This is an optimization exercise on Yosys and OpenROAD, whose aim is small area, not a production implementation. RTL that was checked went through simulation tests only; none was proved equivalent to the original. Power figures rest on the tool's default switching activity, not on a simulated workload.

==> module mmu, before the edit <==
module mmu #
(
  parameter MEM_LEN_BITS = 8,
  parameter MEM_ADDR_BITS = 32,
  parameter HOST_DATA_BITS = 32
)
(
  input                         clock,
  input                         reset,
  output                        mem_req_valid,
  output                        mem_req_opcode,
  output     [MEM_LEN_BITS-1:0] mem_req_len,
  output    [MEM_ADDR_BITS-1:0] mem_req_addr,
  output                        mem_wr_valid,
  input                         mem_rd_valid,
  output                        mem_rd_ready,
  input                         launch,
  output                        finish,
  output   [HOST_DATA_BITS-1:0] cycles,
  input    [HOST_DATA_BITS-1:0] length,
  input    [HOST_DATA_BITS-1:0] a_addr,
  input    [HOST_DATA_BITS-1:0] b_addr,
  input    [HOST_DATA_BITS-1:0] c_addr,
  output                        rd_fire,
  output                        rd_first
);
  typedef enum logic [2:0] {IDLE   = 3'b000,
                            REQ_A  = 3'b001,
                            DATA_A = 3'b010,
                            REQ_B  = 3'b011,
                            DATA_B = 3'b110,
                            REQ_C  = 3'b101,
                            DATA_C = 3'b111,
                            FIN    = 3'b100} state_t;
  state_t nstate, cstate;
  logic [HOST_DATA_BITS-1:0] cnt;
  logic [HOST_DATA_BITS-1:0] cyc;
  logic                      last_q;
  logic                      op_a, op_b, op_c, op_l, op_ci;
  logic [HOST_DATA_BITS-1:0] opnd;
  logic [HOST_DATA_BITS-1:0] sum;
  assign op_a = cstate == REQ_A;
  assign op_b = cstate == REQ_B;
  assign op_c = cstate == REQ_C;
  assign op_l = (cstate == DATA_A) | (cstate == DATA_B);
  assign op_ci = op_l | (cstate == DATA_C);
  assign opnd = (a_addr & {HOST_DATA_BITS{op_a}})
              | (b_addr & {HOST_DATA_BITS{op_b}})
              | (c_addr & {HOST_DATA_BITS{op_c}})
              | (~length & {HOST_DATA_BITS{op_l}});
  assign sum = opnd + cnt + op_ci;
  always_ff @(posedge clock)
    if (op_l)
      last_q <= &sum;
  localparam H = HOST_DATA_BITS / 2;
  logic                      cyc_wrap;
  logic [HOST_DATA_BITS-1:0] cyc_cy, cyc_inc;
  assign cyc_cy[0] = 1'b1;
  assign cyc_cy[H] = cyc_wrap;
  for (genvar i = 1; i < HOST_DATA_BITS; i++) begin : g_cy
    if (i != H) begin : g_rc
      assign cyc_cy[i] = cyc_cy[i-1] & cyc[i-1];
    end
  end
  assign cyc_inc = cyc ^ cyc_cy;
  always_ff @(posedge clock)
    if (reset)
      cstate <= IDLE;
    else
      cstate <= nstate;
  always_comb begin
    nstate = cstate;
    case (cstate)
      IDLE:   if (launch) nstate = REQ_A;
      REQ_A:  nstate = DATA_A;
      DATA_A: if (mem_rd_valid) nstate = REQ_B;
      REQ_B:  nstate = DATA_B;
      DATA_B: if (mem_rd_valid) nstate = REQ_C;
      REQ_C:  nstate = DATA_C;
      DATA_C: if (last_q) nstate = FIN; else nstate = REQ_A;
      FIN:    nstate = IDLE;
      default: ;
    endcase
  end
  always_ff @(posedge clock)
    if (reset | cstate == IDLE)
      cnt <= '0;
    else if (cstate == DATA_C)
      cnt <= sum;
  always_ff @(posedge clock)
    if (reset | cstate == IDLE) begin
      cyc <= '1;
      cyc_wrap <= 1'b1;
    end else begin
      cyc <= cyc_inc;
      cyc_wrap <= (&cyc[H-1:1]) & ~cyc[0];
    end
  assign cycles = cyc;
  assign finish = cstate == FIN;
  assign mem_req_valid = op_a | op_b | op_c;
  assign mem_req_opcode = op_c;
  assign mem_req_len = 'd0;
  assign mem_req_addr = sum;
  assign mem_rd_ready = op_l;
  assign mem_wr_valid = cstate == DATA_C;
  assign rd_fire = mem_rd_ready & mem_rd_valid;
  assign rd_first = cstate == DATA_A;
endmodule
clock: 5.0 ns
lec_check: 0
cap_margin: 20
core_margin: 2
core_utilization: 60
cts_cluster_diameter: 100
cts_cluster_size: 25
slew_margin: 20
standard.sh (not shown) runs the stock make flow with config.mk's settings and CLKGATE_MAP_FILE= SYNTH_SCRIPT=/design/flow/synth_recipe.tcl, a recipe that flattens the netlist after the stock synthesis.
==> flow/flow/run.sh <==
#!/bin/bash
set -euo pipefail
bash standard.sh BUFFER_PORTS_ARGS="-buffer_cell sky130_fd_sc_hd__buf_1" finish > standard.log 2>&1
Rerun with:
--- a/flow/design.v
+++ b/flow/design.v
@@ -137,19 +137,19 @@
   logic [HOST_DATA_BITS-1:0] cnt;
   logic [HOST_DATA_BITS-1:0] cyc;
   logic                      last_q;
-  logic                      op_a, op_b, op_c, op_l, op_ci;
+  logic                      op_a, op_b, op_c, op_l, op_1;
   logic [HOST_DATA_BITS-1:0] opnd;
   logic [HOST_DATA_BITS-1:0] sum;
-  assign op_a = cstate == REQ_A;
-  assign op_b = cstate == REQ_B;
-  assign op_c = cstate == REQ_C;
-  assign op_l = (cstate == DATA_A) | (cstate == DATA_B);
-  assign op_ci = op_l | (cstate == DATA_C);
+  assign op_a = ~cstate[2] & ~cstate[1];              
+  assign op_b = ~cstate[2] & cstate[1] & cstate[0];   
+  assign op_c = cstate[2] & ~cstate[1];               
+  assign op_l = cstate[1] & ~cstate[0];               
+  assign op_1 = cstate[2] & cstate[1] & cstate[0];    
   assign opnd = (a_addr & {HOST_DATA_BITS{op_a}})
               | (b_addr & {HOST_DATA_BITS{op_b}})
               | (c_addr & {HOST_DATA_BITS{op_c}})
               | (~length & {HOST_DATA_BITS{op_l}});
-  assign sum = opnd + cnt + op_ci;
+  assign sum = opnd + cnt + (op_l | op_1);
   always_ff @(posedge clock)
     if (op_l)
       last_q <= &sum;
@@ -198,8 +198,8 @@
     end
   assign cycles = cyc;
   assign finish = cstate == FIN;
-  assign mem_req_valid = op_a | op_b | op_c;
-  assign mem_req_opcode = op_c;
+  assign mem_req_valid = (cstate == REQ_A) | (cstate == REQ_B) | (cstate == REQ_C);
+  assign mem_req_opcode = cstate[2];
   assign mem_req_len = 'd0;
   assign mem_req_addr = sum;
   assign mem_rd_ready = op_l;
Power rose by 2.0%.
Synthesized area rises by 4.9%.
Design area went up by 3.1%.
Clock-buffer cell count drops by 1.
Critical path depth goes down by 2.
Setup slack gets better by 0.053 ns.
Die area rose by about 5%.
Function was not checked in any run of this note: the RTL went through the layout flow alone.

---

The RTL this note starts from:
==> flow/design.v <==
module adder #
(
  parameter ADDER_BITS = 8
)
(
  input                         clock,
  input                         reset,
  input                         rd_fire,
  input                         rd_first,
  input        [ADDER_BITS-1:0] rd_data,
  output       [ADDER_BITS-1:0] c_data
);
  logic [ADDER_BITS-1:0] acc;
  logic [ADDER_BITS-1:0] x;
  logic [ADDER_BITS-1:0] sum;
  logic   [ADDER_BITS:0] cy;
  assign x = acc & {ADDER_BITS{~rd_first}};
  assign cy[0] = 1'b0;
  for (genvar i = 0; i < ADDER_BITS; i++) begin : g_rc
    assign sum[i] = x[i] ^ rd_data[i] ^ cy[i];
    assign cy[i+1] = (x[i] & rd_data[i]) | (cy[i] & (x[i] ^ rd_data[i]));
  end
  always_ff @(posedge clock)
    if (reset | rd_fire)
      acc <= reset ? '0 : sum;
  assign c_data = acc;
endmodule
module csr #
 (parameter HOST_ADDR_BITS = 8,
  parameter HOST_DATA_BITS = 32
)
(
  input                         clock,
  input                         reset,
  input                         host_req_valid,
  input                         host_req_opcode,
  input    [HOST_ADDR_BITS-1:0] host_req_addr,
  input    [HOST_DATA_BITS-1:0] host_req_value,
  output                        host_req_deq,
  output                        host_resp_valid,
  output logic [HOST_DATA_BITS-1:0] host_resp_bits,
  output                        launch,
  input                         finish,
  input    [HOST_DATA_BITS-1:0] cycles,
  output   [HOST_DATA_BITS-1:0] length,
  output   [HOST_DATA_BITS-1:0] a_addr,
  output   [HOST_DATA_BITS-1:0] b_addr,
  output   [HOST_DATA_BITS-1:0] c_addr
);
  localparam NUM_REG = 6;
  logic rsp;
  always_ff @(posedge clock)
    if (reset)
      rsp <= 1'b0;
    else
      rsp <= host_req_valid & ~host_req_opcode & ~rsp;
  assign host_req_deq = host_req_valid & ~rsp;
  logic [HOST_DATA_BITS-1:0] rf [NUM_REG-1:0];
  logic        [NUM_REG-1:0] sel;
  logic [HOST_DATA_BITS-1:0] wdata;
  logic                      done;
  assign wdata = reset ? '0 : finish ? cycles : host_req_value;
  genvar i;
  for (i = 0; i < NUM_REG; i++) begin : g_reg
    wire hit = host_req_valid & ~rsp & (host_req_addr == i*4);
    wire wen = hit & host_req_opcode;
    always_ff @(posedge clock)
      if (reset)
        sel[i] <= 1'b0;
      else
        sel[i] <= hit & ~host_req_opcode;
    if (i == 0) begin : g_ctrl
      always_ff @(posedge clock)
        if (reset)
          done <= 1'b0;
        else if (finish)
          done <= 1'b1;
        else if (wen)
          done <= 1'b0;
      always_ff @(posedge clock)
        if (reset | wen)
          rf[i] <= wdata;
    end else if (i == 1) begin : g_cycles
      always_ff @(posedge clock)
        if (reset | finish | wen)
          rf[i] <= wdata;
    end else begin : g_plain
      always_ff @(posedge clock)
        if (reset | wen)
          rf[i] <= wdata;
    end
  end
  logic sel0_val, sel0_done;
  assign sel0_val = sel[0] & ~done;
  assign sel0_done = sel[0] & done;
  always_comb begin
    host_resp_bits = (rf[0] & {HOST_DATA_BITS{sel0_val}})
                   | {{(HOST_DATA_BITS-2){1'b0}}, sel0_done, 1'b0};
    for (int k = 1; k < NUM_REG; k++)
      host_resp_bits = host_resp_bits | (rf[k] & {HOST_DATA_BITS{sel[k]}});
  end
  assign host_resp_valid = rsp;
  assign launch = rf[0][0] & ~done;
  assign length = rf[2];
  assign a_addr = rf[3];
  assign b_addr = rf[4];
  assign c_addr = rf[5];
endmodule
module mmu #
(
  parameter MEM_LEN_BITS = 8,
  parameter MEM_ADDR_BITS = 32,
  parameter HOST_DATA_BITS = 32
)
(
  input                         clock,
  input                         reset,
  output                        mem_req_valid,
  output                        mem_req_opcode,
  output     [MEM_LEN_BITS-1:0] mem_req_len,
  output    [MEM_ADDR_BITS-1:0] mem_req_addr,
  output                        mem_wr_valid,
  input                         mem_rd_valid,
  output                        mem_rd_ready,
  input                         launch,
  output                        finish,
  output   [HOST_DATA_BITS-1:0] cycles,
  input    [HOST_DATA_BITS-1:0] length,
  input    [HOST_DATA_BITS-1:0] a_addr,
  input    [HOST_DATA_BITS-1:0] b_addr,
  input    [HOST_DATA_BITS-1:0] c_addr,
  output                        rd_fire,
  output                        rd_first
);
  logic s_idle, s_ra, s_da, s_rb, s_db, s_rc, s_dc, s_fin;
  logic [HOST_DATA_BITS-1:0] cnt;
  logic [HOST_DATA_BITS-1:0] cyc;
  logic                      last_q;
  logic                      op_l;
  logic [HOST_DATA_BITS-1:0] opnd;
  logic [HOST_DATA_BITS-1:0] sum;
  assign op_l = s_da | s_db;
  assign opnd = (a_addr & {HOST_DATA_BITS{s_ra}})
              | (b_addr & {HOST_DATA_BITS{s_rb}})
              | (c_addr & {HOST_DATA_BITS{s_rc}})
              | (~length & {HOST_DATA_BITS{op_l}})
              | {{(HOST_DATA_BITS-1){1'b0}}, s_dc};
  assign sum = opnd + cnt;
  always_ff @(posedge clock)
    if (op_l)
      last_q <= sum == {{(HOST_DATA_BITS-1){1'b1}}, 1'b0};
  localparam H = HOST_DATA_BITS / 2;
  logic                      cyc_wrap;
  logic [HOST_DATA_BITS-1:0] cyc_cy, cyc_inc;
  assign cyc_cy[0] = 1'b1;
  assign cyc_cy[H] = cyc_wrap;
  for (genvar i = 1; i < HOST_DATA_BITS; i++) begin : g_cy
    if (i != H) begin : g_rc
      assign cyc_cy[i] = cyc_cy[i-1] & cyc[i-1];
    end
  end
  assign cyc_inc = cyc ^ cyc_cy;
  always_ff @(posedge clock)
    if (reset)
      {s_idle, s_ra, s_da, s_rb, s_db, s_rc, s_dc, s_fin} <= 8'b1000_0000;
    else begin
      s_idle <= (s_idle & ~launch) | s_fin;
      s_ra   <= (s_idle & launch) | (s_dc & ~last_q);
      s_da   <= s_ra | (s_da & ~mem_rd_valid);
      s_rb   <= s_da & mem_rd_valid;
      s_db   <= s_rb | (s_db & ~mem_rd_valid);
      s_rc   <= s_db & mem_rd_valid;
      s_dc   <= s_rc;
      s_fin  <= s_dc & last_q;
    end
  always_ff @(posedge clock)
    if (reset | s_idle)
      cnt <= '0;
    else if (s_dc)
      cnt <= sum;
  always_ff @(posedge clock)
    if (reset | s_idle) begin
      cyc <= '1;
      cyc_wrap <= 1'b1;
    end else begin
      cyc <= cyc_inc;
      cyc_wrap <= (&cyc[H-1:1]) & ~cyc[0];
    end
  assign cycles = cyc;
  assign finish = s_fin;
  assign mem_req_valid = s_ra | s_rb | s_rc;
  assign mem_req_opcode = s_rc;
  assign mem_req_len = 'd0;
  assign mem_req_addr = sum;
  assign mem_rd_ready = op_l;
  assign mem_wr_valid = s_dc;
  assign rd_fire = mem_rd_ready & mem_rd_valid;
  assign rd_first = s_da;
endmodule
module accel #
( parameter HOST_ADDR_BITS = 8,
  parameter HOST_DATA_BITS = 32,
  parameter MEM_LEN_BITS = 8,
  parameter MEM_ADDR_BITS = 32,
  parameter MEM_DATA_BITS = 64
)
(
  input                         clock,
  input                         reset,
  input                         host_req_valid,
  input                         host_req_opcode,
  input    [HOST_ADDR_BITS-1:0] host_req_addr,
  input    [HOST_DATA_BITS-1:0] host_req_value,
  output                        host_req_deq,
  output                        host_resp_valid,
  output   [HOST_DATA_BITS-1:0] host_resp_bits,
  output                        mem_req_valid,
  output                        mem_req_opcode,
  output     [MEM_LEN_BITS-1:0] mem_req_len,
  output    [MEM_ADDR_BITS-1:0] mem_req_addr,
  output                        mem_wr_valid,
  output    [MEM_DATA_BITS-1:0] mem_wr_bits,
  input                         mem_rd_valid,
  input     [MEM_DATA_BITS-1:0] mem_rd_bits,
  output                        mem_rd_ready
);
  localparam ADDER_BITS = 8;
  logic                      launch;
  logic                      finish;
  logic [HOST_DATA_BITS-1:0] cycles;
  logic [HOST_DATA_BITS-1:0] length;
  logic [HOST_DATA_BITS-1:0] a_addr;
  logic [HOST_DATA_BITS-1:0] b_addr;
  logic [HOST_DATA_BITS-1:0] c_addr;
  logic                      rd_fire;
  logic                      rd_first;
  logic     [ADDER_BITS-1:0] c_data;
  csr #
  (
    .HOST_ADDR_BITS(HOST_ADDR_BITS),
    .HOST_DATA_BITS(HOST_DATA_BITS)
  )
  c
  (
    .clock           (clock),
    .reset           (reset),
    .host_req_valid  (host_req_valid),
    .host_req_opcode (host_req_opcode),
    .host_req_addr   (host_req_addr),
    .host_req_value  (host_req_value),
    .host_req_deq    (host_req_deq),
    .host_resp_valid (host_resp_valid),
    .host_resp_bits  (host_resp_bits),
    .launch          (launch),
    .finish          (finish),
    .cycles          (cycles),
    .length          (length),
    .a_addr          (a_addr),
    .b_addr          (b_addr),
    .c_addr          (c_addr)
  );
  adder #
  (
    .ADDER_BITS(ADDER_BITS)
  )
  a
  (
    .clock    (clock),
    .reset    (reset),
    .rd_fire  (rd_fire),
    .rd_first (rd_first),
    .rd_data  (mem_rd_bits[ADDER_BITS-1:0]),
    .c_data   (c_data)
  );
  mmu #
  (
    .MEM_LEN_BITS(MEM_LEN_BITS),
    .MEM_ADDR_BITS(MEM_ADDR_BITS),
    .HOST_DATA_BITS(HOST_DATA_BITS)
  )
  m
  (
    .clock          (clock),
    .reset          (reset),
    .mem_req_valid  (mem_req_valid),
    .mem_req_opcode (mem_req_opcode),
    .mem_req_len    (mem_req_len),
    .mem_req_addr   (mem_req_addr),
    .mem_wr_valid   (mem_wr_valid),
    .mem_rd_valid   (mem_rd_valid),
    .mem_rd_ready   (mem_rd_ready),
    .launch         (launch),
    .finish         (finish),
    .cycles         (cycles),
    .length         (length),
    .a_addr         (a_addr),
    .b_addr         (b_addr),
    .c_addr         (c_addr),
    .rd_fire        (rd_fire),
    .rd_first       (rd_first)
  );
  assign mem_wr_bits = {{(MEM_DATA_BITS-ADDER_BITS){1'b0}}, c_data};
endmodule
==> flow/config.mk <==
export PLATFORM = sky130hd
export DESIGN_NAME = accel
export DESIGN_NICKNAME = accel
export VERILOG_FILES = /design/flow/design.v
export SDC_FILE = /design/flow/constraint.sdc
export NUM_CORES = 4
export LEC_CHECK = 0
export CAP_MARGIN = 20
export CORE_MARGIN = 2
export CORE_UTILIZATION = 60
export CTS_CLUSTER_DIAMETER = 100
export CTS_CLUSTER_SIZE = 25
export SLEW_MARGIN = 20
==> flow/constraint.sdc <==
create_clock -name core_clock -period 5.0 [get_ports {clock}]
set_input_delay 1.0000 -clock core_clock [delete_from_list [all_inputs] [get_ports {clock}]]
set_output_delay 1.0000 -clock core_clock [all_outputs]
set_load 0.01 [all_outputs]
==> flow/flow/run.sh <==
#!/bin/bash
set -euo pipefail
bash standard.sh BUFFER_PORTS_ARGS="-buffer_cell sky130_fd_sc_hd__buf_1" SKIP_REPAIR_TIE_FANOUT=1 finish > standard.log 2>&1
Edit:
--- a/flow/design.v
+++ b/flow/design.v
@@ -10,20 +10,13 @@
   input        [ADDER_BITS-1:0] rd_data,
   output       [ADDER_BITS-1:0] c_data
 );
   logic [ADDER_BITS-1:0] acc;
-  logic [ADDER_BITS-1:0] x;
-  logic [ADDER_BITS-1:0] sum;
-  logic   [ADDER_BITS:0] cy;
-  assign x = acc & {ADDER_BITS{~rd_first}};
-  assign cy[0] = 1'b0;
-  for (genvar i = 0; i < ADDER_BITS; i++) begin : g_rc
-    assign sum[i] = x[i] ^ rd_data[i] ^ cy[i];
-    assign cy[i+1] = (x[i] & rd_data[i]) | (cy[i] & (x[i] ^ rd_data[i]));
-  end
   always_ff @(posedge clock)
-    if (reset | rd_fire)
-      acc <= reset ? '0 : sum;
+    if (reset)
+      acc <= 'd0;
+    else if (rd_fire)
+      acc <= (rd_first ? '0 : acc) + rd_data;
   assign c_data = acc;
 endmodule
 module csr #
  (parameter HOST_ADDR_BITS = 8,
@@ -135,21 +128,24 @@
   logic s_idle, s_ra, s_da, s_rb, s_db, s_rc, s_dc, s_fin;
   logic [HOST_DATA_BITS-1:0] cnt;
   logic [HOST_DATA_BITS-1:0] cyc;
   logic                      last_q;
-  logic                      op_l;
+  logic                      op_a, op_b, op_c, op_l, op_ci;
   logic [HOST_DATA_BITS-1:0] opnd;
   logic [HOST_DATA_BITS-1:0] sum;
+  assign op_a = s_ra;
+  assign op_b = s_rb;
+  assign op_c = s_rc;
   assign op_l = s_da | s_db;
-  assign opnd = (a_addr & {HOST_DATA_BITS{s_ra}})
-              | (b_addr & {HOST_DATA_BITS{s_rb}})
-              | (c_addr & {HOST_DATA_BITS{s_rc}})
-              | (~length & {HOST_DATA_BITS{op_l}})
-              | {{(HOST_DATA_BITS-1){1'b0}}, s_dc};
-  assign sum = opnd + cnt;
+  assign op_ci = op_l | s_dc;
+  assign opnd = (a_addr & {HOST_DATA_BITS{op_a}})
+              | (b_addr & {HOST_DATA_BITS{op_b}})
+              | (c_addr & {HOST_DATA_BITS{op_c}})
+              | (~length & {HOST_DATA_BITS{op_l}});
+  assign sum = opnd + cnt + op_ci;
   always_ff @(posedge clock)
     if (op_l)
-      last_q <= sum == {{(HOST_DATA_BITS-1){1'b1}}, 1'b0};
+      last_q <= &sum;
   localparam H = HOST_DATA_BITS / 2;
   logic                      cyc_wrap;
   logic [HOST_DATA_BITS-1:0] cyc_cy, cyc_inc;
   assign cyc_cy[0] = 1'b1;
@@ -188,9 +184,9 @@
     end
   assign cycles = cyc;
   assign finish = s_fin;
   assign mem_req_valid = s_ra | s_rb | s_rc;
-  assign mem_req_opcode = s_rc;
+  assign mem_req_opcode = op_c;
   assign mem_req_len = 'd0;
   assign mem_req_addr = sum;
   assign mem_rd_ready = op_l;
   assign mem_wr_valid = s_dc;
Effect:
- This time the run reached the layout checks and failed them: setup timing
- critical path depth climbs by 1
- sequential cell count does not change
- cell count climbs by 4.2%
- via count climbs by 4.2%
- wire length climbs by 2.6%
- worst setup slack is worse by 0.26 ns
- clock power hardly moves
No functional check of the RTL was part of the second run of this note.

re-timing with driven ports:
Ports are ideal in the flow. The routed layouts listed here were re-timed in OpenROAD.
Step 1, drivers: a clkbuf_16 drives clock and a buf_2 each remaining input, both assumed.
Step 2, shift: input delay + t, output delay - t, t = (earliest + latest rising clock arrival at the registers) / 2. This alone moves slack from input paths to output paths.
a / b / c = no drivers / after step 1 / after step 2; a / b = the first two.
run | shift t [ns] | slack for setup (ns) | hold WS [ns] | worst setup path after step 2 | cell pins on the clock port's net
the first run of note 1 | 0.542 | 0.075 / 0.027 / 0.553 | 0.443 / 0.443 / 0.443 | register to register | 1
the second run of note 1 | 0.546 | 0.128 / 0.076 / 0.592 | 0.444 / 0.444 / 0.444 | register to register | 1
the first run of note 2 | 0.530 | 0.152 / 0.104 / 0.633 | 0.452 / 0.452 / 0.452 | register to output | 1
the second run of note 2 | 0.532 | -0.108 / -0.155 / 0.377 | 0.446 / 0.446 / 0.446 | register to output | 1
